This is an optimization exercise on Yosys and OpenROAD, whose aim is small area, not a production implementation.
RTL that was checked went through simulation tests only; none was proved equivalent to the original.
Power is estimated from default activity; no workload was simulated.

==> module FSM_top, before the edit <==
module FSM_top(emerg_in, g_f, f_f, s_f, emerg_out, motor, reset, clk, seg, next_LED, an);
input emerg_in, g_f, f_f, s_f, reset, clk;
output [6:0] seg;
output [7:0] an;
output emerg_out;
output [2:0] motor;
output [2:0] next_LED;
reg [5:0] a;      
reg h;            
reg [2:0] r;      
reg [4:0] q;      
reg [1:0] d2;
reg [1:0] lf;
reg [9:0] pc;     
reg [2:0] ctl;    
reg m2;           
wire alast = (a[4:0] == 5'b01110);
wire scan = alast & ~h;
wire step = alast & h & (q == 5'd0) & (r[1:0] == 2'd2);
wire emerg = (d2 == 2'd3);
wire [1:0] disp1 = emerg ? 2'd0 : lf;
wire [1:0] disp2 = emerg ? 2'd0 : d2;
reg [1:0] nf;
always @(*) begin
    case (d2)
    2'd0: nf = f_f ? 2'd1 : s_f ? 2'd2 : 2'd0;
    2'd1: nf = g_f ? 2'd0 : s_f ? 2'd2 : 2'd1;
    default: nf = g_f ? 2'd0 : f_f ? 2'd1 : 2'd2;
    endcase
end
reg [2:0] ctl_n;
always @(*) begin
    case ({disp1, disp2})
    4'b0001: ctl_n = 3'b001;
    4'b0010: ctl_n = 3'b101;
    4'b0100: ctl_n = 3'b010;
    4'b0110: ctl_n = 3'b001;
    4'b1000: ctl_n = 3'b110;
    4'b1001: ctl_n = 3'b010;
    default: ctl_n = 3'b000;
    endcase
end
wire [9:0] pc_n = (pc == 10'd1000) ? 10'd0 : pc + 10'd1;
always @(posedge clk or posedge reset) begin
    if (reset) begin
        a <= 6'b011100;
        h <= 1'b0;
        r <= 3'd0;
        q <= 5'd0;
        d2 <= 2'd0;
        lf <= 2'd0;
        pc <= 10'd0;
        ctl <= 3'd0;
        m2 <= 1'b0;
    end else begin
        a <= {a[4:0], a[5] ^ a[0] ^ alast};
        h <= h ^ alast;
        if (scan) begin
            r <= r + 3'd1;
            q <= (q == 5'd24) ? 5'd0 : q + 5'd1;
        end
        if (step) begin
            lf <= disp2;
            d2 <= (emerg_in | emerg) ? 2'd3 : nf;
        end
        pc <= pc_n;
        ctl <= ctl_n;
        m2 <= ctl[2] ? (pc_n < 10'd700) : (pc_n < 10'd400);
    end
end
assign emerg_out = emerg;
assign next_LED = {lf == 2'd2, lf == 2'd1, lf == 2'd0};
assign motor = {m2, ctl[1:0]};
assign an = ~{r == 3'd0, r == 3'd7, r == 3'd6, r == 3'd5, r == 3'd4, r == 3'd3, r == 3'd2, r == 3'd1};
wire [1:0] dv2 = ((q == 5'd0) & ~h) ? lf : disp2;
wire [1:0] dv = (r == 3'd1) ? disp1 : dv2;
wire blank = (r != 3'd1) & (r != 3'd2);
assign seg = blank ? 7'b1111111 :
             (dv == 2'd0) ? 7'b0000001 :
             (dv == 2'd1) ? 7'b1001111 : 7'b0010010;
endmodule
Settings: LEC_CHECK=0, CAP_MARGIN=20, CORE_MARGIN=2, CORE_UTILIZATION=40, SLEW_MARGIN=20; clock period 10.0 ns.
run.sh (not shown) runs the stock make flow with config.mk's settings and CLKGATE_MAP_FILE= SYNTH_SCRIPT=/design/flow/synth_recipe.tcl, a recipe that flattens the netlist after the stock synthesis.
Rerun with:
--- a/flow/design.v
+++ b/flow/design.v
@@ -9,13 +9,14 @@
 reg [5:0] a;      
 reg h;            
 reg [2:0] r;      
 reg [4:0] q;      
 reg [1:0] d2;
 reg [1:0] lf;
-reg [9:0] pc;     
+reg [8:0] ps;     
+reg [1:0] pg;     
 reg [2:0] ctl;    
 reg m2;           
 wire alast = (a[4:0] == 5'b01110);
 wire scan = alast & ~h;
 wire step = alast & h & (q == 5'd0) & (r[1:0] == 2'd2);
 wire emerg = (d2 == 2'd3);
@@ -38,22 +39,26 @@
     4'b0110: ctl_n = 3'b001;
     4'b1000: ctl_n = 3'b110;
     4'b1001: ctl_n = 3'b010;
     default: ctl_n = 3'b000;
     endcase
 end
-wire [9:0] pc_n = (pc == 10'd1000) ? 10'd0 : pc + 10'd1;
+wire pend = (pg == 2'b00) ? ((ps & 9'b111101111) == 9'b000100111) :
+            (pg == 2'b01) ? ((ps & 9'b110110101) == 9'b100100101) :
+                            ((ps & 9'b111110101) == 9'b100000100);
+wire [1:0] pg_n = pend ? {pg[0] & ~pg[1], ~pg[1]} : pg;
 always @(posedge clk or posedge reset) begin
     if (reset) begin
         a <= 6'b011100;
         h <= 1'b0;
         r <= 3'd0;
         q <= 5'd0;
         d2 <= 2'd0;
         lf <= 2'd0;
-        pc <= 10'd0;
+        ps <= 9'b000001100;
+        pg <= 2'b00;
         ctl <= 3'd0;
         m2 <= 1'b0;
     end else begin
         a <= {a[4:0], a[5] ^ a[0] ^ alast};
         h <= h ^ alast;
         if (scan) begin
@@ -61,15 +66,16 @@
             q <= (q == 5'd24) ? 5'd0 : q + 5'd1;
         end
         if (step) begin
             lf <= disp2;
             d2 <= (emerg_in | emerg) ? 2'd3 : nf;
         end
-        pc <= pc_n;
+        ps <= {ps[7:0], ps[8] ^ ps[4] ^ pend};
+        pg <= pg_n;
         ctl <= ctl_n;
-        m2 <= ctl[2] ? (pc_n < 10'd700) : (pc_n < 10'd400);
+        m2 <= ctl[2] ? ~pg_n[1] : ~pg_n[0];
     end
 end
 assign emerg_out = emerg;
 assign next_LED = {lf == 2'd2, lf == 2'd1, lf == 2'd0};
 assign motor = {m2, ctl[1:0]};
 assign an = ~{r == 3'd0, r == 3'd7, r == 3'd6, r == 3'd5, r == 3'd4, r == 3'd3, r == 3'd2, r == 3'd1};
Result: Non-clock buffer count is unchanged; sequential power came out higher by about 4%; global-route usage came out higher by 0.19 points; cell area came out lower by 8.6%; core utilization came out higher by 0.92 points; power came out higher by 13%; final cell count came out lower by 18%; synthesized area came out lower by 13%; worst setup slack degrades by 51 ps; critical path depth came out lower by 1; die area came out lower by 12%.
Only the layout flow was run in the first run of this note; the RTL was not checked for function there.

-- port drivers added, routing unchanged --
The flow's constraints put no driver on any port. The routed layouts listed below were extracted and timed again, unchanged, in two steps.
Step 1 (the two cells are an assumption about what drives the block):
set clk [get_ports {clk}]
set_driving_cell -lib_cell sky130_fd_sc_hd__clkbuf_16 $clk
set_driving_cell -lib_cell sky130_fd_sc_hd__buf_2 [delete_from_list [all_inputs] $clk]
Step 2 adds t to the input delays and takes it off the output delays; t is the mean of the earliest and latest rising clock arrival at the registers after step 1. Input paths then give back, and output paths get back, about the clock's delay inside the block.
Slacks: no drivers / after step 1 / after step 2; pairs: no drivers / after step 1.
run | t, ns | setup slack, ns | worst hold slack (ns) | cell pins on the clock port's net
the first run | 0.308 | 5.283 / 5.257 / 5.565 | 0.367 / 0.367 / 0.367 | 1
the second run | 0.308 | 5.232 / 5.208 / 5.516 | 0.369 / 0.369 / 0.369 | 1
After both steps every run listed still meets setup and hold.
